From an optimization exercise on the open Yosys and OpenROAD flow, aimed at small area; shortcuts taken in it are not production practice.
Where RTL was checked, it was by simulation tests only, not by an equivalence proof against the original.
For run 2, only the layout was checked, not whether the RTL still works.

==> flow/design.v <==
module conv1 (
  input clock,
  input reset,
  input vld_in,
  input [5:0][15:0] in,
  output vld_out,
  output [63:0][15:0] out
);
  reg vld_r;
  always @(posedge clock) vld_r <= vld_in & ~reset;
  assign vld_out = vld_r;
  wire [15:0] i0 = in[0];
  wire [15:0] i1 = in[1];
  wire [15:0] i2 = in[2];
  wire [15:0] i3 = in[3];
  wire [15:0] i4 = in[4];
  wire [15:0] i5 = in[5];
  wire [15:0] a0 = i2 + i4;
  wire [15:0] a1 = i1 + ~i3 + 16'd1;
  wire [15:0] a2 = i0 + i3;
  wire [15:0] a3 = i4 + i5;
  wire [15:0] a4 = i0 + i2;
  wire [15:0] a5 = i0 + ~i5 + 16'd1;
  wire [15:0] a6 = i4 + ~i5 + 16'd1;
  wire [15:0] a7 = i2 + ~a6;
  wire [15:0] a8 = i2 + a6;
  wire [15:0] a9 = ~i3 + a5 + 16'd1;
  wire [15:0] a10 = i1 + a4;
  wire [15:0] a11 = i1 + a6;
  wire [15:0] a12 = i0 + a1;
  wire [15:0] a13 = i1 + ~a3 + 16'd1;
  wire [15:0] a14 = i1 + a2;
  wire [15:0] a15 = i1 + a5;
  wire [15:0] a16 = ~a7 + ~a15 + 16'd1;
  wire [15:0] a17 = i4 + a9;
  wire [15:0] a18 = ~i2 + a14 + 16'd1;
  wire [15:0] a19 = ~i5 + a10;
  wire [15:0] a20 = a1 + ~a5 + 16'd1;
  wire [15:0] a21 = a3 + a10;
  wire [15:0] a22 = ~a0 + ~a9 + 16'd2;
  wire [15:0] a23 = ~a8 + ~a14 + 16'd2;
  reg [15:0] r0;
  always @(posedge clock) r0 <= a7;
  reg [15:0] r1;
  always @(posedge clock) r1 <= a8;
  reg [15:0] r2;
  always @(posedge clock) r2 <= a0;
  reg [15:0] r3;
  always @(posedge clock) r3 <= a1;
  reg [15:0] r4;
  always @(posedge clock) r4 <= a2;
  reg [15:0] r5;
  always @(posedge clock) r5 <= a9;
  reg [15:0] r6;
  always @(posedge clock) r6 <= i3;
  reg [15:0] r7;
  always @(posedge clock) r7 <= a16;
  reg [15:0] r8;
  always @(posedge clock) r8 <= a10;
  reg [15:0] r9;
  always @(posedge clock) r9 <= a11;
  reg [15:0] r10;
  always @(posedge clock) r10 <= a12;
  reg [15:0] r11;
  always @(posedge clock) r11 <= i2;
  reg [15:0] r12;
  always @(posedge clock) r12 <= a13;
  reg [15:0] r13;
  always @(posedge clock) r13 <= a3;
  reg [15:0] r14;
  always @(posedge clock) r14 <= i1;
  reg [15:0] r15;
  always @(posedge clock) r15 <= a21;
  reg [15:0] r16;
  always @(posedge clock) r16 <= a14;
  reg [15:0] r17;
  always @(posedge clock) r17 <= a4;
  reg [15:0] r18;
  always @(posedge clock) r18 <= a17;
  reg [15:0] r19;
  always @(posedge clock) r19 <= a22;
  reg [15:0] r20;
  always @(posedge clock) r20 <= a5;
  reg [15:0] r21;
  always @(posedge clock) r21 <= a18;
  reg [15:0] r22;
  always @(posedge clock) r22 <= a23;
  reg [15:0] r23;
  always @(posedge clock) r23 <= a19;
  reg [15:0] r24;
  always @(posedge clock) r24 <= a15;
  reg [15:0] r25;
  always @(posedge clock) r25 <= a20;
  wire [15:0] b0 = r1 + ~r2 + 16'd1;
  wire [15:0] b1 = r3 + ~r12 + 16'd1;
  wire [15:0] b2 = ~r4 + r20 + 16'd1;
  wire [15:0] b3 = r7 + r16;
  wire [15:0] b4 = r0 + r6 + 16'd1;
  wire [15:0] b5 = r2 + ~r3 + 16'd1;
  wire [15:0] b6 = ~r11 + r12 + 16'd1;
  wire [15:0] b7 = r19 + r24;
  wire [15:0] b8 = r17 + ~r23;
  wire [15:0] b9 = r5 + ~r10 + 16'd1;
  wire [15:0] b10 = ~r15 + r17 + 16'd1;
  wire [15:0] b11 = ~r8 + ~r19 + 16'd2;
  wire [15:0] b12 = ~r16 + r20 + 16'd1;
  wire [15:0] b13 = r0 + r3 + 16'd1;
  wire [15:0] b14 = r2 + r3;
  wire [15:0] b15 = r0 + r14 + 16'd1;
  wire [15:0] b16 = r8 + ~r20 + 16'd1;
  wire [15:0] b17 = ~r0 + ~r9 + r18 + 16'd1;
  wire [15:0] b18 = ~r13 + ~r9 + r18 + 16'd2;
  wire [15:0] b19 = ~r14 + r18 + 16'd1;
  wire [15:0] b20 = r4 + ~r9 + 16'd1;
  wire [15:0] b21 = ~r13 + r25 + 16'd1;
  wire [15:0] b22 = r14 + r19;
  wire [15:0] b23 = ~r9 + r17 + 16'd1;
  wire [15:0] b24 = r3 + r19;
  wire [15:0] b25 = ~r12 + r17 + 16'd1;
  wire [15:0] b26 = ~r13 + ~r11 + r25 + 16'd2;
  wire [15:0] b27 = ~r2 + r5 + 16'd1;
  wire [15:0] b28 = r11 + ~r18 + 16'd1;
  wire [15:0] b29 = r2 + ~r4 + 16'd1;
  wire [15:0] b30 = r0 + ~r4 + 16'd2;
  wire [15:0] b31 = r5 + r11;
  wire [15:0] b32 = r11 + r20;
  wire [15:0] b33 = r8 + ~r12 + 16'd1;
  wire [15:0] b34 = r3 + r7;
  wire [15:0] b35 = ~r0 + ~r4 + 16'd1;
  wire [15:0] b36 = ~r1 + r10 + 16'd1;
  wire [15:0] b37 = ~r0 + r10;
  wire [15:0] b38 = r13 + ~r21 + 16'd1;
  wire [15:0] b39 = r13 + r21;
  wire [15:0] b40 = ~r2 + r23 + 16'd2;
  wire [15:0] b41 = r1 + ~r8 + 16'd1;
  wire [15:0] b42 = ~r0 + ~r10 + 16'd1;
  wire [15:0] b43 = r6 + ~r23;
  wire [15:0] b44 = ~r6 + r15 + 16'd1;
  wire [15:0] b45 = r8 + ~r13 + 16'd1;
  wire [15:0] b46 = ~r6 + ~r23 + 16'd1;
  wire [15:0] b47 = r6 + r15;
  assign out[0] = b44;
  assign out[1] = b32;
  assign out[2] = b23;
  assign out[3] = r18;
  assign out[4] = r7;
  assign out[5] = b41;
  assign out[6] = b6;
  assign out[7] = b2;
  assign out[8] = b9;
  assign out[9] = b15;
  assign out[10] = r19;
  assign out[11] = b18;
  assign out[12] = b22;
  assign out[13] = b25;
  assign out[14] = b17;
  assign out[15] = b34;
  assign out[16] = r1;
  assign out[17] = r14;
  assign out[18] = b38;
  assign out[19] = b33;
  assign out[20] = r25;
  assign out[21] = b0;
  assign out[22] = r15;
  assign out[23] = b29;
  assign out[24] = r5;
  assign out[25] = b19;
  assign out[26] = b8;
  assign out[27] = b40;
  assign out[28] = r24;
  assign out[29] = b26;
  assign out[30] = r20;
  assign out[31] = b39;
  assign out[32] = b10;
  assign out[33] = b20;
  assign out[34] = b35;
  assign out[35] = r21;
  assign out[36] = b28;
  assign out[37] = b43;
  assign out[38] = b30;
  assign out[39] = b31;
  assign out[40] = b24;
  assign out[41] = b7;
  assign out[42] = b12;
  assign out[43] = b13;
  assign out[44] = r21;
  assign out[45] = b16;
  assign out[46] = b42;
  assign out[47] = b37;
  assign out[48] = b36;
  assign out[49] = r22;
  assign out[50] = 16'd0;
  assign out[51] = b1;
  assign out[52] = b46;
  assign out[53] = b4;
  assign out[54] = b45;
  assign out[55] = b3;
  assign out[56] = b12;
  assign out[57] = b14;
  assign out[58] = b11;
  assign out[59] = b47;
  assign out[60] = b21;
  assign out[61] = b27;
  assign out[62] = b5;
  assign out[63] = r12;
endmodule
==> flow/flow/run.sh <==
#!/bin/bash
# Layout flow: standard synthesis (for the register list), then the hand-mapped
# adder netlist generated by flow/gen.py from flow/plan.json replaces the
# synthesized netlist; the rest is the standard ORFS flow, with port buffers
# of the smallest buffer cell.
set -eo pipefail
R=orfs/results/sky130hd/conv1/base
bash standard.sh synth > std_synth.log 2>&1
cp $R/1_2_yosys.v std_1_2_yosys.v
python3 flow/gen.py flow/plan.json std_1_2_yosys.v hand_netlist.v > gen.log 2>&1
cp hand_netlist.v $R/1_2_yosys.v
rm -f $R/1_synth.odb
bash standard.sh BUFFER_PORTS_ARGS="-buffer_cell sky130_fd_sc_hd__buf_1" PLACE_PINS_ARGS="-min_distance 1 -min_distance_in_tracks" POST_GLOBAL_PLACE_TCL=$PWD/flow/post_gpl.tcl CTS_ARGS="-sink_clustering_enable -repair_clock_nets -sink_clustering_size 25 -sink_clustering_max_diameter 80 -dont_use_dummy_load" finish > std_finish.log 2>&1
==> flow/flow/gen.py <==
# Generates the hand-mapped gate netlist for conv1 from plan.json.
# usage: python3 gen.py plan.json std_netlist.v out_netlist.v
import json, sys, re, random, os
sys.path.insert(0, os.path.dirname(os.path.abspath(__file__)))
from nlgen3 import generate, write
plan = json.load(open(sys.argv[1]))
std = open(sys.argv[2]).read()
ffs = re.findall(r"sky130_fd_sc_hd__(dfxtp_\d)\s+(\\\S+|\S+)\s*\(", std)
stdnames = set(n for t, n in ffs)
# register-bit signatures from random simulation of the plan
M = 0xFFFF
rnd = random.Random(1)
N = 256
sigs = {}
vals = []
for t in range(N):
    x = [rnd.randrange(65536) for _ in range(6)]
    v = {f"i{j}": x[j] for j in range(6)}
    for nd in plan['nodes']:
        if nd['stage'] != 'A': continue
        op = lambda n, i: (~v[n]) & M if i else v[n]
        if nd.get('type') == 'inc': v[nd['name']] = (op(nd['a'], nd['inva']) + 1) & M
        else: v[nd['name']] = (sum(op(s_, i_) for s_, i_ in nd['ops']) + nd['const']) & M
    vals.append({r['name']: v[r['src']] for r in plan['regs']})
def sig(r, i): return tuple((vals[t][r] >> i) & 1 for t in range(N))
def ffn(r, i): return f"\\{r}[{i}]$_DFF_P_"
alias = {}
present = {}
for r in plan['regs']:
    for i in range(16):
        s = sig(r['name'], i)
        if ffn(r['name'], i) in stdnames: present.setdefault(s, (r['name'], i))
for r in plan['regs']:
    for i in range(16):
        if ffn(r['name'], i) not in stdnames:
            s = sig(r['name'], i)
            assert s in present, ('missing reg bit', r['name'], i)
            alias[(r['name'], i)] = present[s]
def ffname(r, i):
    if r == 'vld_r': return "\\vld_r$_DFF_P_ "
    return ffn(r, i) + " "
nl, assigns = generate(plan, ffname=ffname, alias=alias)
mine = len(re.findall(r"dfxtp_1", "\n".join(nl.lines)))
print('std ffs', len(ffs), 'mine', mine, 'aliases', alias)
assert mine == len(ffs)
write(nl, assigns, sys.argv[3])
print('area', round(nl.area, 1))
==> flow/flow/post_gpl.tcl <==
# Upsize the input-port buffers that buffer_ports inserted (they drive the
# stage-A fanout); output-port buffers stay at the smallest buffer cell.
foreach c [get_cells input*] {
  if {[regexp {^input[0-9]+$} [get_full_name $c]] && [get_property $c ref_name] eq "sky130_fd_sc_hd__buf_1"} {
    replace_cell $c sky130_fd_sc_hd__buf_4
  }
}
==> flow/standard.sh <==
#!/bin/bash
# synth_recipe.tcl (not shown) runs the flow's synth.tcl, then flattens the netlist and writes it again
# the make line also repeats each setting of config.mk as NAME=value (left out here)
make -C /OpenROAD-flow-scripts/flow DESIGN_CONFIG=/design/flow/config.mk WORK_HOME=/design/flow/orfs CLKGATE_MAP_FILE= SYNTH_SCRIPT=/design/flow/synth_recipe.tcl "${@:-finish}"
==> flow/config.mk <==
export PLATFORM = sky130hd
export DESIGN_NAME = conv1
export DESIGN_NICKNAME = conv1
export VERILOG_FILES = /design/flow/design.v
export SDC_FILE = /design/flow/constraint.sdc
export NUM_CORES = 8
export LEC_CHECK = 0
export CAP_MARGIN = 20
export CORE_MARGIN = 2
export CORE_UTILIZATION = 55
export CTS_CLUSTER_DIAMETER = 80
export CTS_CLUSTER_SIZE = 25
export GPL_TIMING_DRIVEN = 0
export PLACE_DENSITY = 0.7
export SETUP_SLACK_MARGIN = 0.08
export SLEW_MARGIN = 20
==> flow/constraint.sdc <==
create_clock -name core_clock -period 6.0 [get_ports {clock}]
set_input_delay 1.2000 -clock core_clock [delete_from_list [all_inputs] [get_ports {clock}]]
set_output_delay 1.2000 -clock core_clock [all_outputs]
set_load 0.01 [all_outputs]
Not shown: flow/flow/nlgen3.py, flow/flow/plan.json
==> summary.txt, run 1 <==
Status
  • Status: finished clean

Floorplan
  • Core Area: 0.0714 mm2
  • Die area: 0.0741 mm2

Layout
  • Storage cell area: 0.00846 mm2
  • Commonest non-fill, non-tap cell in the layout: xor2_1
  • # clk buffers: 34
  • ClkCell Share: 0.0172

STA
  • Highest clock rate: 172 MHz
  • Hold Fails Final Rpt: 0
  • Final Cycle Share: 0.967

Routing
  • Initial DRC count: 3589
  • Drt pass-1 iters: 6
  • Antenna viol nets, final: 0
  • Via density: 5.60

Critical path
  • Slowest stage delay, CP: 0.57 ns
  • Arrival @ worst endpoint: 4.60 ns
  • Worst setup path start: r0[0]$_DFF_P_
  • Crit path max fanout: 15

GRT
  • Gr ovfl total: 0
  • Vias in the first global route: 35.6k

Placement
  • Count of buffers from port buffering: 1107

CTS
  • Clock transition at path regs: roughly 0.090 ns

Worst hold path
  • Hold Crit Endpoint: vld_r$_DFF_P_
==> run 2, diff against run 1 <==
==> flow/design.v (replaced) <==
module conv1 (
  input clock,
  input reset,
  input vld_in,
  input [5:0][15:0] in,
  output vld_out,
  output [63:0][15:0] out
);
  reg vld_r;
  always @(posedge clock) vld_r <= vld_in & ~reset;
  assign vld_out = vld_r;
  wire [15:0] i0 = in[0];
  wire [15:0] i1 = in[1];
  wire [15:0] i2 = in[2];
  wire [15:0] i3 = in[3];
  wire [15:0] i4 = in[4];
  wire [15:0] i5 = in[5];
  wire [15:0] a0 = i1 + ~i4 + 16'd1;
  wire [15:0] a1 = i0 + i2;
  wire [15:0] a2 = i0 + ~i4;
  wire [15:0] a3 = ~i3 + ~i5 + 16'd2;
  wire [15:0] a4 = i2 + ~i3;
  wire [15:0] a5 = i3 + ~i5;
  wire [15:0] a6 = i0 + i4;
  wire [15:0] a7 = i2 + i3;
  wire [15:0] a8 = ~i1 + i5 + 16'd1;
  wire [15:0] a9 = ~i1 + a3 + 16'd1;
  wire [15:0] a10 = ~i5 + a1 + 16'd1;
  wire [15:0] a11 = i0 + ~a8 + 16'd1;
  wire [15:0] a12 = ~i2 + a6 + 16'd1;
  wire [15:0] a13 = i1 + a1;
  wire [15:0] a14 = a4 + ~a9 + 16'd2;
  wire [15:0] a15 = i4 + a4 + 16'd1;
  wire [15:0] a16 = i2 + ~a3 + 16'd1;
  wire [15:0] a17 = i4 + a13;
  wire [15:0] a18 = a1 + a8;
  wire [15:0] a19 = a1 + a3;
  wire [15:0] a20 = a0 + ~a4;
  wire [15:0] a21 = ~a5 + a13;
  wire [15:0] a22 = a0 + ~a10 + 16'd1;
  wire [15:0] a23 = ~a6 + a16 + 16'd1;
  reg [15:0] r0;
  always @(posedge clock) r0 <= a0;
  reg [15:0] r1;
  always @(posedge clock) r1 <= a1;
  reg [15:0] r2;
  always @(posedge clock) r2 <= a2;
  reg [15:0] r3;
  always @(posedge clock) r3 <= a9;
  reg [15:0] r4;
  always @(posedge clock) r4 <= a10;
  reg [15:0] r5;
  always @(posedge clock) r5 <= a17;
  reg [15:0] r6;
  always @(posedge clock) r6 <= a11;
  reg [15:0] r7;
  always @(posedge clock) r7 <= a3;
  reg [15:0] r8;
  always @(posedge clock) r8 <= i1;
  reg [15:0] r9;
  always @(posedge clock) r9 <= a12;
  reg [15:0] r10;
  always @(posedge clock) r10 <= a4;
  reg [15:0] r11;
  always @(posedge clock) r11 <= i4;
  reg [15:0] r12;
  always @(posedge clock) r12 <= a13;
  reg [15:0] r13;
  always @(posedge clock) r13 <= a5;
  reg [15:0] r14;
  always @(posedge clock) r14 <= a18;
  reg [15:0] r15;
  always @(posedge clock) r15 <= a14;
  reg [15:0] r16;
  always @(posedge clock) r16 <= a15;
  reg [15:0] r17;
  always @(posedge clock) r17 <= a6;
  reg [15:0] r18;
  always @(posedge clock) r18 <= a21;
  reg [15:0] r19;
  always @(posedge clock) r19 <= a7;
  reg [15:0] r20;
  always @(posedge clock) r20 <= a22;
  reg [15:0] r21;
  always @(posedge clock) r21 <= a23;
  reg [15:0] r22;
  always @(posedge clock) r22 <= a8;
  reg [15:0] r23;
  always @(posedge clock) r23 <= a19;
  reg [15:0] r24;
  always @(posedge clock) r24 <= a16;
  reg [15:0] r25;
  always @(posedge clock) r25 <= a20;
  wire [15:0] b0 = ~r1 + r4 + 16'd1;
  wire [15:0] b1 = r11 + ~r13;
  wire [15:0] b2 = ~r10 + r11;
  wire [15:0] b3 = ~r2 + r4;
  wire [15:0] b4 = ~r11 + r24 + 16'd1;
  wire [15:0] b5 = ~r0 + r19 + 16'd1;
  wire [15:0] b6 = r7 + r25;
  wire [15:0] b7 = r6 + ~r17 + 16'd1;
  wire [15:0] b8 = r4 + ~r12 + 16'd1;
  wire [15:0] b9 = r4 + ~r5 + 16'd1;
  wire [15:0] b10 = ~r0 + r7 + 16'd1;
  wire [15:0] b11 = ~r17 + r18 + 16'd1;
  wire [15:0] b12 = r8 + r16;
  wire [15:0] b13 = ~r11 + r15 + 16'd1;
  wire [15:0] b14 = r3 + r9;
  wire [15:0] b15 = r2 + r3 + 16'd1;
  wire [15:0] b16 = r3 + r17;
  wire [15:0] b17 = r14 + ~r16 + 16'd1;
  wire [15:0] b18 = r16 + r20;
  wire [15:0] b19 = ~r13 + ~r22 + ~r17 + 16'd2;
  wire [15:0] b20 = r0 + ~r23 + 16'd1;
  wire [15:0] b21 = ~r11 + r14 + 16'd1;
  wire [15:0] b22 = r11 + r14;
  wire [15:0] b23 = r7 + r20;
  wire [15:0] b24 = r2 + ~r24 + 16'd2;
  wire [15:0] b25 = ~r2 + r10 + 16'd1;
  wire [15:0] b26 = ~r9 + ~r13 + 16'd1;
  wire [15:0] b27 = r1 + ~r24 + 16'd1;
  wire [15:0] b28 = r7 + r17;
  wire [15:0] b29 = r6 + ~r8 + 16'd1;
  wire [15:0] b30 = ~r6 + r25 + 16'd1;
  wire [15:0] b31 = r5 + r22;
  wire [15:0] b32 = ~r2 + ~r19 + 16'd1;
  wire [15:0] b33 = ~r2 + ~r24 + 16'd1;
  wire [15:0] b34 = ~r16 + ~r19 + r18 + 16'd2;
  wire [15:0] b35 = r8 + ~r21 + 16'd1;
  wire [15:0] b36 = ~r6 + r16 + 16'd1;
  wire [15:0] b37 = r17 + r25;
  wire [15:0] b38 = ~r3 + r9 + 16'd1;
  wire [15:0] b39 = r6 + ~r11 + 16'd1;
  wire [15:0] b40 = r16 + ~r18 + 16'd1;
  wire [15:0] b41 = r11 + ~r18 + 16'd1;
  wire [15:0] b42 = ~r6 + ~r10 + 16'd1;
  wire [15:0] b43 = r5 + ~r13;
  wire [15:0] b44 = r0 + r4;
  wire [15:0] b45 = r11 + ~r12 + 16'd1;
  wire [15:0] b46 = r15 + r17;
  wire [15:0] b47 = ~r12 + ~r13 + 16'd1;
  wire [15:0] b48 = ~r5 + ~r13 + 16'd1;
  wire [15:0] b49 = r5 + ~r7 + 16'd1;
  assign out[0] = b43;
  assign out[1] = r4;
  assign out[2] = b21;
  assign out[3] = b28;
  assign out[4] = b45;
  assign out[5] = b40;
  assign out[6] = b6;
  assign out[7] = r7;
  assign out[8] = b8;
  assign out[9] = b13;
  assign out[10] = b30;
  assign out[11] = b15;
  assign out[12] = b20;
  assign out[13] = b22;
  assign out[14] = b14;
  assign out[15] = b32;
  assign out[16] = b3;
  assign out[17] = r8;
  assign out[18] = b36;
  assign out[19] = b31;
  assign out[20] = b18;
  assign out[21] = b0;
  assign out[22] = b46;
  assign out[23] = b25;
  assign out[24] = b27;
  assign out[25] = b16;
  assign out[26] = r22;
  assign out[27] = b39;
  assign out[28] = r6;
  assign out[29] = b23;
  assign out[30] = b29;
  assign out[31] = b38;
  assign out[32] = b9;
  assign out[33] = b17;
  assign out[34] = b33;
  assign out[35] = b37;
  assign out[36] = r21;
  assign out[37] = b42;
  assign out[38] = b26;
  assign out[39] = r23;
  assign out[40] = r20;
  assign out[41] = r25;
  assign out[42] = r3;
  assign out[43] = b11;
  assign out[44] = b37;
  assign out[45] = r15;
  assign out[46] = b41;
  assign out[47] = b35;
  assign out[48] = b34;
  assign out[49] = b48;
  assign out[50] = 16'd0;
  assign out[51] = b1;
  assign out[52] = b47;
  assign out[53] = b4;
  assign out[54] = b44;
  assign out[55] = b2;
  assign out[56] = r3;
  assign out[57] = b12;
  assign out[58] = b10;
  assign out[59] = b49;
  assign out[60] = b19;
  assign out[61] = b24;
  assign out[62] = b5;
  assign out[63] = b7;
endmodule
==> flow/flow/plan.json (replaced) <==
{"nodes": [{"name": "a0", "stage": "A", "ops": [["i1", false], ["i4", true]], "const": 1, "lvl": 1, "kf": 4, "la": false, "_opol": [[0, 0, 0, 0, 0, 0, 0, 0, 0, 0, 0, 0, 0, 0, 0, 0], [1, 1, 1, 1, 1, 1, 1, 1, 1, 1, 1, 1, 1, 1, 1, 1]]}, {"name": "a1", "stage": "A", "ops": [["i0", false], ["i2", false]], "const": 0, "lvl": 1, "kf": 3, "la": false, "_opol": [[0, 0, 0, 0, 0, 0, 0, 0, 0, 0, 0, 0, 0, 0, 0, 0], [0, 0, 0, 0, 0, 0, 0, 0, 0, 0, 0, 0, 0, 0, 0, 0]]}, {"name": "a2", "stage": "A", "ops": [["i0", false], ["i4", true]], "const": 0, "lvl": 1, "kf": 4, "la": false, "_opol": [[0, 0, 0, 0, 0, 0, 0, 0, 0, 0, 0, 0, 0, 0, 0, 0], [1, 1, 1, 1, 1, 1, 1, 1, 1, 1, 1, 1, 1, 1, 1, 1]]}, {"name": "a3", "stage": "A", "ops": [["i3", true], ["i5", true]], "const": 2, "lvl": 1, "kf": 3, "la": false, "_opol": [[1, 1, 1, 1, 1, 1, 1, 1, 1, 1, 1, 1, 1, 1, 1, 1], [1, 1, 1, 1, 1, 1, 1, 1, 1, 1, 1, 1, 1, 1, 1, 1]]}, {"name": "a4", "stage": "A", "ops": [["i2", false], ["i3", true]], "const": 0, "lvl": 1, "kf": 3, "la": false, "_opol": [[0, 0, 0, 0, 0, 0, 0, 0, 0, 0, 0, 0, 0, 0, 0, 0], [1, 1, 1, 1, 1, 1, 1, 1, 1, 1, 1, 1, 1, 1, 1, 1]]}, {"name": "a5", "stage": "A", "ops": [["i3", false], ["i5", true]], "const": 0, "lvl": 1, "kf": 3, "la": false, "_opol": [[0, 0, 0, 0, 0, 0, 0, 0, 0, 0, 0, 0, 0, 0, 0, 0], [1, 1, 1, 1, 1, 1, 1, 1, 1, 1, 1, 1, 1, 1, 1, 1]]}, {"name": "a6", "stage": "A", "ops": [["i0", false], ["i4", false]], "const": 0, "lvl": 1, "kf": 4, "la": false, "_opol": [[0, 0, 0, 0, 0, 0, 0, 0, 0, 0, 0, 0, 0, 0, 0, 0], [0, 0, 0, 0, 0, 0, 0, 0, 0, 0, 0, 0, 0, 0, 0, 0]]}, {"name": "a7", "stage": "A", "ops": [["i2", false], ["i3", false]], "const": 0, "lvl": 1, "kf": 4, "la": false, "_opol": [[0, 0, 0, 0, 0, 0, 0, 0, 0, 0, 0, 0, 0, 0, 0, 0], [0, 0, 0, 0, 0, 0, 0, 0, 0, 0, 0, 0, 0, 0, 0, 0]]}, {"name": "a8", "stage": "A", "ops": [["i1", true], ["i5", false]], "const": 1, "lvl": 1, "kf": 4, "la": false, "_opol": [[1, 1, 1, 1, 1, 1, 1, 1, 1, 1, 1, 1, 1, 1, 1, 1], [0, 0, 0, 0, 0, 0, 0, 0, 0, 0, 0, 0, 0, 0, 0, 0]]}, {"name": "a9", "stage": "A", "ops": [["i1", true], ["a3", false]], "const": 1, "lvl": 2, "kf": 3, "la": false, "_opol": [[1, 1, 1, 1, 1, 1, 1, 1, 1, 1, 1, 1, 1, 1, 1, 1], [0, 0, 0, 0, 0, 0, 0, 0, 0, 0, 0, 0, 0, 0, 0, 0]]}, {"name": "a10", "stage": "A", "ops": [["i5", true], ["a1", false]], "const": 1, "lvl": 2, "kf": 3, "la": false, "_opol": [[1, 1, 1, 1, 1, 1, 1, 1, 1, 1, 1, 1, 1, 1, 1, 1], [0, 0, 0, 0, 0, 0, 0, 0, 0, 0, 0, 0, 0, 0, 0, 0]]}, {"name": "a11", "stage": "A", "ops": [["i0", false], ["a8", true]], "const": 1, "lvl": 2, "kf": 4, "la": false, "_opol": [[0, 0, 0, 0, 0, 0, 0, 0, 0, 0, 0, 0, 0, 0, 0, 0], [1, 1, 1, 1, 1, 1, 1, 1, 1, 1, 1, 1, 1, 1, 1, 1]]}, {"name": "a12", "stage": "A", "ops": [["i2", true], ["a6", false]], "const": 1, "lvl": 2, "kf": 4, "la": false, "_opol": [[1, 1, 1, 1, 1, 1, 1, 1, 1, 1, 1, 1, 1, 1, 1, 1], [0, 0, 0, 0, 0, 0, 0, 0, 0, 0, 0, 0, 0, 0, 0, 0]]}, {"name": "a13", "stage": "A", "ops": [["i1", false], ["a1", false]], "const": 0, "lvl": 2, "kf": 3, "la": false, "_opol": [[0, 0, 0, 0, 0, 0, 0, 0, 0, 0, 0, 0, 0, 0, 0, 0], [0, 0, 0, 0, 0, 0, 0, 0, 0, 0, 0, 0, 0, 0, 0, 0]]}, {"name": "a14", "stage": "A", "ops": [["a4", false], ["a9", true]], "const": 2, "lvl": 3, "kf": 3, "la": false, "_opol": [[0, 0, 0, 0, 0, 0, 0, 0, 0, 0, 0, 0, 0, 0, 0, 0], [1, 1, 1, 1, 1, 1, 1, 1, 1, 1, 1, 1, 1, 1, 1, 1]]}, {"name": "a15", "stage": "A", "ops": [["i4", false], ["a4", false]], "const": 1, "lvl": 2, "kf": 4, "la": false, "_opol": [[0, 0, 0, 0, 0, 0, 0, 0, 0, 0, 0, 0, 0, 0, 0, 0], [0, 0, 0, 0, 0, 0, 0, 0, 0, 0, 0, 0, 0, 0, 0, 0]]}, {"name": "a16", "stage": "A", "ops": [["i2", false], ["a3", true]], "const": 1, "lvl": 2, "kf": 3, "la": false, "_opol": [[0, 0, 0, 0, 0, 0, 0, 0, 0, 0, 0, 0, 0, 0, 0, 0], [1, 1, 1, 1, 1, 1, 1, 1, 1, 1, 1, 1, 1, 1, 1, 1]]}, {"name": "a17", "stage": "A", "ops": [["i4", false], ["a13", false]], "const": 0, "lvl": 3, "kf": 3, "la": false, "_opol": [[0, 0, 0, 0, 0, 0, 0, 0, 0, 0, 0, 0, 0, 0, 0, 0], [0, 0, 0, 0, 0, 0, 0, 0, 0, 0, 0, 0, 0, 0, 0, 0]]}, {"name": "a18", "stage": "A", "ops": [["a1", false], ["a8", false]], "const": 0, "lvl": 2, "kf": 4, "la": false, "_opol": [[0, 0, 0, 0, 0, 0, 0, 0, 0, 0, 0, 0, 0, 0, 0, 0], [0, 0, 0, 0, 0, 0, 0, 0, 0, 0, 0, 0, 0, 0, 0, 0]]}, {"name": "a19", "stage": "A", "ops": [["a1", false], ["a3", false]], "const": 0, "lvl": 2, "kf": 4, "la": false, "_opol": [[0, 0, 0, 0, 0, 0, 0, 0, 0, 0, 0, 0, 0, 0, 0, 0], [0, 0, 0, 0, 0, 0, 0, 0, 0, 0, 0, 0, 0, 0, 0, 0]]}, {"name": "a20", "stage": "A", "ops": [["a0", false], ["a4", true]], "const": 0, "lvl": 2, "kf": 4, "la": false, "_opol": [[0, 0, 0, 0, 0, 0, 0, 0, 0, 0, 0, 0, 0, 0, 0, 0], [1, 1, 1, 1, 1, 1, 1, 1, 1, 1, 1, 1, 1, 1, 1, 1]]}, {"name": "a21", "stage": "A", "ops": [["a5", true], ["a13", false]], "const": 0, "lvl": 3, "kf": 3, "la": false, "_opol": [[1, 1, 1, 1, 1, 1, 1, 1, 1, 1, 1, 1, 1, 1, 1, 1], [0, 0, 0, 0, 0, 0, 0, 0, 0, 0, 0, 0, 0, 0, 0, 0]]}, {"name": "a22", "stage": "A", "ops": [["a0", false], ["a10", true]], "const": 1, "lvl": 3, "kf": 3, "la": false, "_opol": [[0, 0, 0, 0, 0, 0, 0, 0, 0, 0, 0, 0, 0, 0, 0, 0], [1, 1, 1, 1, 1, 1, 1, 1, 1, 1, 1, 1, 1, 1, 1, 1]]}, {"name": "a23", "stage": "A", "ops": [["a6", true], ["a16", false]], "const": 1, "lvl": 3, "kf": 3, "la": false, "_opol": [[1, 1, 1, 1, 1, 1, 1, 1, 1, 1, 1, 1, 1, 1, 1, 1], [0, 0, 0, 0, 0, 0, 0, 0, 0, 0, 0, 0, 0, 0, 0, 0]]}, {"name": "b0", "stage": "B", "ops": [["r1", true], ["r4", false]], "const": 1, "lvl": 1, "kf": 1, "la": false, "_opol": [[1, 1, 1, 1, 1, 1, 1, 1, 1, 1, 1, 1, 1, 1, 1, 1], [0, 0, 0, 0, 0, 0, 0, 0, 0, 0, 0, 0, 0, 0, 0, 0]]}, {"name": "b1", "stage": "B", "ops": [["r11", false], ["r13", true]], "const": 0, "lvl": 1, "kf": 1, "la": false, "_opol": [[0, 0, 0, 0, 0, 0, 0, 0, 0, 0, 0, 0, 0, 0, 0, 0], [1, 1, 1, 1, 1, 1, 1, 1, 1, 1, 1, 1, 1, 1, 1, 1]]}, {"name": "b2", "stage": "B", "ops": [["r10", true], ["r11", false]], "const": 0, "lvl": 1, "kf": 1, "la": false, "_opol": [[1, 1, 1, 1, 1, 1, 1, 1, 1, 1, 1, 1, 1, 1, 1, 1], [0, 0, 0, 0, 0, 0, 0, 0, 0, 0, 0, 0, 0, 0, 0, 0]]}, {"name": "b3", "stage": "B", "ops": [["r2", true], ["r4", false]], "const": 0, "lvl": 1, "kf": 1, "la": false, "_opol": [[1, 1, 1, 1, 1, 1, 1, 1, 1, 1, 1, 1, 1, 1, 1, 1], [0, 0, 0, 0, 0, 0, 0, 0, 0, 0, 0, 0, 0, 0, 0, 0]]}, {"name": "b4", "stage": "B", "ops": [["r11", true], ["r24", false]], "const": 1, "lvl": 1, "kf": 1, "la": false, "_opol": [[1, 1, 1, 1, 1, 1, 1, 1, 1, 1, 1, 1, 1, 1, 1, 1], [0, 0, 0, 0, 0, 0, 0, 0, 0, 0, 0, 0, 0, 0, 0, 0]]}, {"name": "b5", "stage": "B", "ops": [["r0", true], ["r19", false]], "const": 1, "lvl": 1, "kf": 1, "la": false, "_opol": [[1, 1, 1, 1, 1, 1, 1, 1, 1, 1, 1, 1, 1, 1, 1, 1], [0, 0, 0, 0, 0, 0, 0, 0, 0, 0, 0, 0, 0, 0, 0, 0]]}, {"name": "b6", "stage": "B", "ops": [["r7", false], ["r25", false]], "const": 0, "lvl": 1, "kf": 1, "la": false, "_opol": [[0, 0, 0, 0, 0, 0, 0, 0, 0, 0, 0, 0, 0, 0, 0, 0], [0, 0, 0, 0, 0, 0, 0, 0, 0, 0, 0, 0, 0, 0, 0, 0]]}, {"name": "b7", "stage": "B", "ops": [["r6", false], ["r17", true]], "const": 1, "lvl": 1, "kf": 1, "la": false, "_opol": [[0, 0, 0, 0, 0, 0, 0, 0, 0, 0, 0, 0, 0, 0, 0, 0], [1, 1, 1, 1, 1, 1, 1, 1, 1, 1, 1, 1, 1, 1, 1, 1]]}, {"name": "b8", "stage": "B", "ops": [["r4", false], ["r12", true]], "const": 1, "lvl": 1, "kf": 1, "la": false, "_opol": [[0, 0, 0, 0, 0, 0, 0, 0, 0, 0, 0, 0, 0, 0, 0, 0], [1, 1, 1, 1, 1, 1, 1, 1, 1, 1, 1, 1, 1, 1, 1, 1]]}, {"name": "b9", "stage": "B", "ops": [["r4", false], ["r5", true]], "const": 1, "lvl": 1, "kf": 1, "la": false, "_opol": [[0, 0, 0, 0, 0, 0, 0, 0, 0, 0, 0, 0, 0, 0, 0, 0], [1, 1, 1, 1, 1, 1, 1, 1, 1, 1, 1, 1, 1, 1, 1, 1]]}, {"name": "b10", "stage": "B", "ops": [["r0", true], ["r7", false]], "const": 1, "lvl": 1, "kf": 1, "la": false, "_opol": [[1, 1, 1, 1, 1, 1, 1, 1, 1, 1, 1, 1, 1, 1, 1, 1], [0, 0, 0, 0, 0, 0, 0, 0, 0, 0, 0, 0, 0, 0, 0, 0]]}, {"name": "b11", "stage": "B", "ops": [["r17", true], ["r18", false]], "const": 1, "lvl": 1, "kf": 1, "la": false, "_opol": [[1, 1, 1, 1, 1, 1, 1, 1, 1, 1, 1, 1, 1, 1, 1, 1], [0, 0, 0, 0, 0, 0, 0, 0, 0, 0, 0, 0, 0, 0, 0, 0]]}, {"name": "b12", "stage": "B", "ops": [["r8", false], ["r16", false]], "const": 0, "lvl": 1, "kf": 1, "la": false, "_opol": [[0, 0, 0, 0, 0, 0, 0, 0, 0, 0, 0, 0, 0, 0, 0, 0], [0, 0, 0, 0, 0, 0, 0, 0, 0, 0, 0, 0, 0, 0, 0, 0]]}, {"name": "b13", "stage": "B", "ops": [["r11", true], ["r15", false]], "const": 1, "lvl": 1, "kf": 1, "la": false, "_opol": [[1, 1, 1, 1, 1, 1, 1, 1, 1, 1, 1, 1, 1, 1, 1, 1], [0, 0, 0, 0, 0, 0, 0, 0, 0, 0, 0, 0, 0, 0, 0, 0]]}, {"name": "b14", "stage": "B", "ops": [["r3", false], ["r9", false]], "const": 0, "lvl": 1, "kf": 1, "la": false, "_opol": [[0, 0, 0, 0, 0, 0, 0, 0, 0, 0, 0, 0, 0, 0, 0, 0], [0, 0, 0, 0, 0, 0, 0, 0, 0, 0, 0, 0, 0, 0, 0, 0]]}, {"name": "b15", "stage": "B", "ops": [["r2", false], ["r3", false]], "const": 1, "lvl": 1, "kf": 1, "la": true, "_opol": [[0, 0, 0, 0, 0, 0, 0, 0, 0, 0, 0, 0, 0, 0, 0, 0], [0, 0, 0, 0, 0, 0, 0, 0, 0, 0, 0, 0, 0, 0, 0, 0]]}, {"name": "b16", "stage": "B", "ops": [["r3", false], ["r17", false]], "const": 0, "lvl": 1, "kf": 1, "la": false, "_opol": [[0, 0, 0, 0, 0, 0, 0, 0, 0, 0, 0, 0, 0, 0, 0, 0], [0, 0, 0, 0, 0, 0, 0, 0, 0, 0, 0, 0, 0, 0, 0, 0]]}, {"name": "b17", "stage": "B", "ops": [["r14", false], ["r16", true]], "const": 1, "lvl": 1, "kf": 1, "la": false, "_opol": [[0, 0, 0, 0, 0, 0, 0, 0, 0, 0, 0, 0, 0, 0, 0, 0], [1, 1, 1, 1, 1, 1, 1, 1, 1, 1, 1, 1, 1, 1, 1, 1]]}, {"name": "b18", "stage": "B", "ops": [["r16", false], ["r20", false]], "const": 0, "lvl": 1, "kf": 1, "la": false, "_opol": [[0, 0, 0, 0, 0, 0, 0, 0, 0, 0, 0, 0, 0, 0, 0, 0], [0, 0, 0, 0, 0, 0, 0, 0, 0, 0, 0, 0, 0, 0, 0, 0]]}, {"name": "b19", "stage": "B", "ops": [["r13", true], ["r22", true], ["r17", true]], "const": 2, "lvl": 1, "kf": 1, "la": false, "_opol": [[1, 1, 1, 1, 1, 1, 1, 1, 1, 1, 1, 1, 1, 1, 1, 1], [1, 1, 1, 1, 1, 1, 1, 1, 1, 1, 1, 1, 1, 1, 1, 1]]}, {"name": "b20", "stage": "B", "ops": [["r0", false], ["r23", true]], "const": 1, "lvl": 1, "kf": 1, "la": false, "_opol": [[0, 0, 0, 0, 0, 0, 0, 0, 0, 0, 0, 0, 0, 0, 0, 0], [1, 1, 1, 1, 1, 1, 1, 1, 1, 1, 1, 1, 1, 1, 1, 1]]}, {"name": "b21", "stage": "B", "ops": [["r11", true], ["r14", false]], "const": 1, "lvl": 1, "kf": 1, "la": false, "_opol": [[1, 1, 1, 1, 1, 1, 1, 1, 1, 1, 1, 1, 1, 1, 1, 1], [0, 0, 0, 0, 0, 0, 0, 0, 0, 0, 0, 0, 0, 0, 0, 0]]}, {"name": "b22", "stage": "B", "ops": [["r11", false], ["r14", false]], "const": 0, "lvl": 1, "kf": 1, "la": false, "_opol": [[0, 0, 0, 0, 0, 0, 0, 0, 0, 0, 0, 0, 0, 0, 0, 0], [0, 0, 0, 0, 0, 0, 0, 0, 0, 0, 0, 0, 0, 0, 0, 0]]}, {"name": "b23", "stage": "B", "ops": [["r7", false], ["r20", false]], "const": 0, "lvl": 1, "kf": 1, "la": false, "_opol": [[0, 0, 0, 0, 0, 0, 0, 0, 0, 0, 0, 0, 0, 0, 0, 0], [0, 0, 0, 0, 0, 0, 0, 0, 0, 0, 0, 0, 0, 0, 0, 0]]}, {"name": "b24", "stage": "B", "ops": [["r2", false], ["r24", true]], "const": 2, "lvl": 1, "kf": 1, "la": false, "_opol": [[0, 0, 0, 0, 0, 0, 0, 0, 0, 0, 0, 0, 0, 0, 0, 0], [1, 1, 1, 1, 1, 1, 1, 1, 1, 1, 1, 1, 1, 1, 1, 1]]}, {"name": "b25", "stage": "B", "ops": [["r2", true], ["r10", false]], "const": 1, "lvl": 1, "kf": 1, "la": false, "_opol": [[1, 1, 1, 1, 1, 1, 1, 1, 1, 1, 1, 1, 1, 1, 1, 1], [0, 0, 0, 0, 0, 0, 0, 0, 0, 0, 0, 0, 0, 0, 0, 0]]}, {"name": "b26", "stage": "B", "ops": [["r9", true], ["r13", true]], "const": 1, "lvl": 1, "kf": 1, "la": false, "_opol": [[1, 1, 1, 1, 1, 1, 1, 1, 1, 1, 1, 1, 1, 1, 1, 1], [1, 1, 1, 1, 1, 1, 1, 1, 1, 1, 1, 1, 1, 1, 1, 1]]}, {"name": "b27", "stage": "B", "ops": [["r1", false], ["r24", true]], "const": 1, "lvl": 1, "kf": 1, "la": false, "_opol": [[0, 0, 0, 0, 0, 0, 0, 0, 0, 0, 0, 0, 0, 0, 0, 0], [1, 1, 1, 1, 1, 1, 1, 1, 1, 1, 1, 1, 1, 1, 1, 1]]}, {"name": "b28", "stage": "B", "ops": [["r7", false], ["r17", false]], "const": 0, "lvl": 1, "kf": 1, "la": true, "_opol": [[0, 0, 0, 0, 0, 0, 0, 0, 0, 0, 0, 0, 0, 0, 0, 0], [0, 0, 0, 0, 0, 0, 0, 0, 0, 0, 0, 0, 0, 0, 0, 0]]}, {"name": "b29", "stage": "B", "ops": [["r6", false], ["r8", true]], "const": 1, "lvl": 1, "kf": 1, "la": false, "_opol": [[0, 0, 0, 0, 0, 0, 0, 0, 0, 0, 0, 0, 0, 0, 0, 0], [1, 1, 1, 1, 1, 1, 1, 1, 1, 1, 1, 1, 1, 1, 1, 1]]}, {"name": "b30", "stage": "B", "ops": [["r6", true], ["r25", false]], "const": 1, "lvl": 1, "kf": 1, "la": false, "_opol": [[1, 1, 1, 1, 1, 1, 1, 1, 1, 1, 1, 1, 1, 1, 1, 1], [0, 0, 0, 0, 0, 0, 0, 0, 0, 0, 0, 0, 0, 0, 0, 0]]}, {"name": "b31", "stage": "B", "ops": [["r5", false], ["r22", false]], "const": 0, "lvl": 1, "kf": 1, "la": false, "_opol": [[0, 0, 0, 0, 0, 0, 0, 0, 0, 0, 0, 0, 0, 0, 0, 0], [0, 0, 0, 0, 0, 0, 0, 0, 0, 0, 0, 0, 0, 0, 0, 0]]}, {"name": "b32", "stage": "B", "ops": [["r2", true], ["r19", true]], "const": 1, "lvl": 1, "kf": 1, "la": false, "_opol": [[1, 1, 1, 1, 1, 1, 1, 1, 1, 1, 1, 1, 1, 1, 1, 1], [1, 1, 1, 1, 1, 1, 1, 1, 1, 1, 1, 1, 1, 1, 1, 1]]}, {"name": "b33", "stage": "B", "ops": [["r2", true], ["r24", true]], "const": 1, "lvl": 1, "kf": 1, "la": false, "_opol": [[1, 1, 1, 1, 1, 1, 1, 1, 1, 1, 1, 1, 1, 1, 1, 1], [1, 1, 1, 1, 1, 1, 1, 1, 1, 1, 1, 1, 1, 1, 1, 1]]}, {"name": "b34", "stage": "B", "ops": [["r16", true], ["r19", true], ["r18", false]], "const": 2, "lvl": 1, "kf": 1, "la": false, "_opol": [[1, 1, 1, 1, 1, 1, 1, 1, 1, 1, 1, 1, 1, 1, 1, 1], [1, 1, 1, 1, 1, 1, 1, 1, 1, 1, 1, 1, 1, 1, 1, 1]]}, {"name": "b35", "stage": "B", "ops": [["r8", false], ["r21", true]], "const": 1, "lvl": 1, "kf": 1, "la": false, "_opol": [[0, 0, 0, 0, 0, 0, 0, 0, 0, 0, 0, 0, 0, 0, 0, 0], [1, 1, 1, 1, 1, 1, 1, 1, 1, 1, 1, 1, 1, 1, 1, 1]]}, {"name": "b36", "stage": "B", "ops": [["r6", true], ["r16", false]], "const": 1, "lvl": 1, "kf": 1, "la": false, "_opol": [[1, 1, 1, 1, 1, 1, 1, 1, 1, 1, 1, 1, 1, 1, 1, 1], [0, 0, 0, 0, 0, 0, 0, 0, 0, 0, 0, 0, 0, 0, 0, 0]]}, {"name": "b37", "stage": "B", "ops": [["r17", false], ["r25", false]], "const": 0, "lvl": 1, "kf": 1, "la": false, "_opol": [[0, 0, 0, 0, 0, 0, 0, 0, 0, 0, 0, 0, 0, 0, 0, 0], [0, 0, 0, 0, 0, 0, 0, 0, 0, 0, 0, 0, 0, 0, 0, 0]]}, {"name": "b38", "stage": "B", "ops": [["r3", true], ["r9", false]], "const": 1, "lvl": 1, "kf": 1, "la": false, "_opol": [[1, 1, 1, 1, 1, 1, 1, 1, 1, 1, 1, 1, 1, 1, 1, 1], [0, 0, 0, 0, 0, 0, 0, 0, 0, 0, 0, 0, 0, 0, 0, 0]]}, {"name": "b39", "stage": "B", "ops": [["r6", false], ["r11", true]], "const": 1, "lvl": 1, "kf": 1, "la": false, "_opol": [[0, 0, 0, 0, 0, 0, 0, 0, 0, 0, 0, 0, 0, 0, 0, 0], [1, 1, 1, 1, 1, 1, 1, 1, 1, 1, 1, 1, 1, 1, 1, 1]]}, {"name": "b40", "stage": "B", "ops": [["r16", false], ["r18", true]], "const": 1, "lvl": 1, "kf": 1, "la": false, "_opol": [[0, 0, 0, 0, 0, 0, 0, 0, 0, 0, 0, 0, 0, 0, 0, 0], [1, 1, 1, 1, 1, 1, 1, 1, 1, 1, 1, 1, 1, 1, 1, 1]]}, {"name": "b41", "stage": "B", "ops": [["r11", false], ["r18", true]], "const": 1, "lvl": 1, "kf": 1, "la": false, "_opol": [[0, 0, 0, 0, 0, 0, 0, 0, 0, 0, 0, 0, 0, 0, 0, 0], [1, 1, 1, 1, 1, 1, 1, 1, 1, 1, 1, 1, 1, 1, 1, 1]]}, {"name": "b42", "stage": "B", "ops": [["r6", true], ["r10", true]], "const": 1, "lvl": 1, "kf": 1, "la": false, "_opol": [[1, 1, 1, 1, 1, 1, 1, 1, 1, 1, 1, 1, 1, 1, 1, 1], [1, 1, 1, 1, 1, 1, 1, 1, 1, 1, 1, 1, 1, 1, 1, 1]]}, {"name": "b43", "stage": "B", "ops": [["r5", false], ["r13", true]], "const": 0, "lvl": 1, "kf": 1, "la": false, "_opol": [[0, 0, 0, 0, 0, 0, 0, 0, 0, 0, 0, 0, 0, 0, 0, 0], [1, 1, 1, 1, 1, 1, 1, 1, 1, 1, 1, 1, 1, 1, 1, 1]]}, {"name": "b44", "stage": "B", "ops": [["r0", false], ["r4", false]], "const": 0, "lvl": 1, "kf": 1, "la": false, "_opol": [[0, 0, 0, 0, 0, 0, 0, 0, 0, 0, 0, 0, 0, 0, 0, 0], [0, 0, 0, 0, 0, 0, 0, 0, 0, 0, 0, 0, 0, 0, 0, 0]]}, {"name": "b45", "stage": "B", "ops": [["r11", false], ["r12", true]], "const": 1, "lvl": 1, "kf": 1, "la": false, "_opol": [[0, 0, 0, 0, 0, 0, 0, 0, 0, 0, 0, 0, 0, 0, 0, 0], [1, 1, 1, 1, 1, 1, 1, 1, 1, 1, 1, 1, 1, 1, 1, 1]]}, {"name": "b46", "stage": "B", "ops": [["r15", false], ["r17", false]], "const": 0, "lvl": 1, "kf": 1, "la": false, "_opol": [[0, 0, 0, 0, 0, 0, 0, 0, 0, 0, 0, 0, 0, 0, 0, 0], [0, 0, 0, 0, 0, 0, 0, 0, 0, 0, 0, 0, 0, 0, 0, 0]]}, {"name": "b47", "stage": "B", "ops": [["r12", true], ["r13", true]], "const": 1, "lvl": 1, "kf": 1, "la": false, "_opol": [[1, 1, 1, 1, 1, 1, 1, 1, 1, 1, 1, 1, 1, 1, 1, 1], [1, 1, 1, 1, 1, 1, 1, 1, 1, 1, 1, 1, 1, 1, 1, 1]]}, {"name": "b48", "stage": "B", "ops": [["r5", true], ["r13", true]], "const": 1, "lvl": 1, "kf": 1, "la": false, "_opol": [[1, 1, 1, 1, 1, 1, 1, 1, 1, 1, 1, 1, 1, 1, 1, 1], [1, 1, 1, 1, 1, 1, 1, 1, 1, 1, 1, 1, 1, 1, 1, 1]]}, {"name": "b49", "stage": "B", "ops": [["r5", false], ["r7", true]], "const": 1, "lvl": 1, "kf": 1, "la": false, "_opol": [[0, 0, 0, 0, 0, 0, 0, 0, 0, 0, 0, 0, 0, 0, 0, 0], [1, 1, 1, 1, 1, 1, 1, 1, 1, 1, 1, 1, 1, 1, 1, 1]]}], "regs": [{"name": "r0", "src": "a0"}, {"name": "r1", "src": "a1"}, {"name": "r2", "src": "a2"}, {"name": "r3", "src": "a9"}, {"name": "r4", "src": "a10"}, {"name": "r5", "src": "a17"}, {"name": "r6", "src": "a11"}, {"name": "r7", "src": "a3"}, {"name": "r8", "src": "i1"}, {"name": "r9", "src": "a12"}, {"name": "r10", "src": "a4"}, {"name": "r11", "src": "i4"}, {"name": "r12", "src": "a13"}, {"name": "r13", "src": "a5"}, {"name": "r14", "src": "a18"}, {"name": "r15", "src": "a14"}, {"name": "r16", "src": "a15"}, {"name": "r17", "src": "a6"}, {"name": "r18", "src": "a21"}, {"name": "r19", "src": "a7"}, {"name": "r20", "src": "a22"}, {"name": "r21", "src": "a23"}, {"name": "r22", "src": "a8"}, {"name": "r23", "src": "a19"}, {"name": "r24", "src": "a16"}, {"name": "r25", "src": "a20"}], "outs": ["b43", "r4", "b21", "b28", "b45", "b40", "b6", "r7", "b8", "b13", "b30", "b15", "b20", "b22", "b14", "b32", "b3", "r8", "b36", "b31", "b18", "b0", "b46", "b25", "b27", "b16", "r22", "b39", "r6", "b23", "b29", "b38", "b9", "b17", "b33", "b37", "r21", "b42", "b26", "r23", "r20", "r25", "r3", "b11", "b37", "r15", "b41", "b35", "b34", "b48", null, "b1", "b47", "b4", "b44", "b2", "r3", "b12", "b10", "b49", "b19", "b24", "b5", "b7"], "cost": 21220, "conf": 2}
--- a/flow/config.mk
+++ b/flow/config.mk
@@ -11,6 +11,5 @@
 export CTS_CLUSTER_DIAMETER = 80
 export CTS_CLUSTER_SIZE = 25
 export GPL_TIMING_DRIVEN = 0
-export PLACE_DENSITY = 0.7
-export SETUP_SLACK_MARGIN = 0.08
+export SETUP_SLACK_MARGIN = 0.15
 export SLEW_MARGIN = 20
==> run 2 against run 1 <==
Effect of this change: still clean on timing, DRC and antenna; flip-flop and latch count unchanged; count of clock-buffer cells in the layout fell by 4; cell area up 2.8%; sequential share of layout area is 0.38 points lower; synthesized cell count rose by 0.37%; cell count is 1.4% higher; area after synthesis rose by 0.32%; first-iteration DRC count did not move; utilization is 1.8 points higher; non-clock buffer count grew 85.
==> summary.txt, run 2 <==
GRT
  • Pin count of the biggest net entering global routing: 26
  • Vias in the first global route: 35.8k (+0.47%)
  • Initial antenna violation count: 15
  • Global-route wire length before repair: 241 mm
  • GRT Total Usage: 0.446
  • Gr ovfl total: 0 (unchanged)

Layout
  • Area delta synth->final: 28.3%
  • Fill cells: between 5k and 6k
  • Highest-count cells in the layout ignoring fill and taps: xor2_1, buf_1, xnor2_1, nand2_1, nor2_1
  • Storage cell area: 0.00849 mm2 (+0.44%)
  • Fin util: 0.712
  • Area of the multi-input gates: 0.0345 mm2
  • Commonest non-fill, non-tap cell in the layout: xor2_1
  • Fraction of layout cells with a size suffix above 1: 0.153
  • Final net count: 6370

Yosys
  • Cell area after synthesis: 0.0397 mm2
  • Synth Instances: 4875
  • YS warnings: 1
  • Syn Area/Cell: 8.14 um2

Placement
  • Hpwl dp: 143 mm
  • Count of buffers from port buffering: 1107 (unchanged)
  • Pre-CTS setup slack: -1.35 ns

CTS
  • Clk buf depth: 3
  • # clock sinks: 417
  • Inserted Clock Buffers: 30
  • Root buffer cell: clkbuf_16
  • Hold Buf Count CTS: 0
  • CTS tree: yes
  • Clock transition at path regs: 0.07 ns (-0.02 ns)
  • Total number of H-tree levels: 1

STA
  • Highest clock rate: 173 MHz (+0.59%)
  • Final Worst Setup Slack: 0.230 ns
  • Worst-Margin Slew: 1.18 ns
  • Tmin final: 5.77 ns
  • Slew Limit Fails: 0
  • Final setup fails: 0
  • Final Cycle Share: 0.962 (-0.00567)
  • Worst relative slew slack: 0.212
  • Hold Fails Final Rpt: 0 (unchanged)
  • Unrepaired setup endpoints after global routing: true

Floorplan
  • Die area: 0.0743 mm2 (+0.31%)
  • Io pins: 1124
  • Die width: 273 um
  • Core Area: 0.0715 mm2 (+0.17%)
  • Die height: approximately 270 um
  • Initial Util: 0.555
  • Row count: 98

Routing
  • Final wirelength: 176 mm
  • Avg WL per Cell: 24.7 um
  • Drt pass-1 iters: 5 (-1)
  • Initial DRC count: 3589 (unchanged)
  • Via density: 5.64 (+0.68%)
  • Antenna viol nets, final: 0 (unchanged)
  • Drt drc: 0
  • Via count: 40.3k

Run
  • Max cap viols: 0

Critical path
  • Crit path max fanout: 10 (-5)
  • CP Capture Type: flip-flop
  • Arrival @ worst endpoint: 6.28 ns (+1.68 ns)
  • Worst Setup Start Kind: input port
  • Crit path kind: in2reg
  • Crit path required time: 6.51 ns

Status
  • Status: finished clean

Worst hold path
  • Hold Crit Class: in2reg
[run 2: changes by cell type in the layout (fill, tap and decap cells not counted), moves of 19 or more]
cell,before,now
xnor2_2,29,48
o21ai_2,111,137
and2_0,202,174
a21oi_2,229,259
a21oi_1,248,219
xor2_1,1515,1477
o21ai_1,359,336
buf_4,165,252
[run 2: worst paths after layout]
path	cells after the start	start	to
setup / recovery	24	in[32]	r18[15]$_DFF_P_
hold / removal	2	reset	vld_r$_DFF_P_
[run 2: timing repair]
action	in CTS	in global routing
setup endpoints to repair	201	131
pin swaps	35	69
resized for setup	351	385
setup buffers	87	68
[run 2: cell type report]
| class | count | area share |
|---|---|---|
| Inverter | 52 | 0.00384 |
| Sequential cell | 417 | 0.167 |
| Tap cell | 950 | 0.0234 |
| Clock buffer | 30 | 0.0148 |
| Antenna cell | 10 | 0.000492 |
| Timing Repair Buffer | 1262 | 0.112 |
| Multi-Input combinational cell | 4421 | 0.679 |
[run 2: metrics by stage]
stage / instances / setup TNS, ns / area, um2 / hold slack (ns)
5_1_grt: 7137 / -0.0272 / 50900 / 0.747
6_report: 7142 / 0 / 50900 / 0.751
3_5_place_dp: 6947 / -32.35 / 45400 / 1.37
4_1_cts: 7064 / 0 / 48400 / 0.722
2_1_floorplan: 4890 / 0 / 39700 / 1.23
3_3_place_gp: 6947 / -44.53 / 45100 / 1.36
[run 2: worst max-delay path, stage by stage]
cell and delay [ns]:
buf_4 0.17, and2_0 0.19, fa_2 0.36, fa_2 0.42, a21oi_4 0.26, o21ai_2 0.15, a21oi_2 0.22, o21ai_1 0.15
a21oi_2 0.16, buf_4 0.16, o21ai_1 0.14, a21oi_2 0.31, xor2_2 0.28, buf_4 0.23, xnor2_1 0.22, o21ai_2 0.17
xor2_2 0.22, xnor2_1 0.30, nor2_1 0.09, a21oi_1 0.29, o21ai_2 0.13, a21oi_2 0.21, o21ai_1 0.09, xor2_1 0.14
[run 2: metal layers]
layer / vias up / global-route usage / routed length, um
li1: 18200 / - / -
met1: 19300 / 0.597 / 69700
met4: 14 / 0.248 / 11900
met5: - / 0 / 100
met2: 2292 / 0.660 / 73400
met3: 414 / 0.108 / 21300

==> what the ideal ports hide <==
The flow's constraints put no driver on any port. The routed layouts listed below were extracted and timed again, unchanged, in two steps.
Step 1, drivers: a clkbuf_16 drives clock and a buf_2 each remaining input, both assumed.
Step 2 times the ports against the registers' clock, not the clock port: input delays grow and output delays shrink by t, the midpoint of the rising clock arrivals with the driver on.
a / b / c = ideal / step 1 / step 2; a / b = the first two.
| run | t (ns) | setup WS [ns] | slew at the worst register clock pin (ns) |
|---|---|---|---|
| run 1 | 0.639 | 0.196 / 0.123 / -0.395 | 0.11 / 0.11 |
| run 2 | 0.686 | 0.230 / 0.177 / -0.432 | 0.10 / 0.10 |
With both steps, setup timing fails in run 1 and run 2, where it was met with ideal ports. For run 2, which loses most, drivers alone change the setup slack by -0.053 ns; drivers and shift together by -0.662 ns.
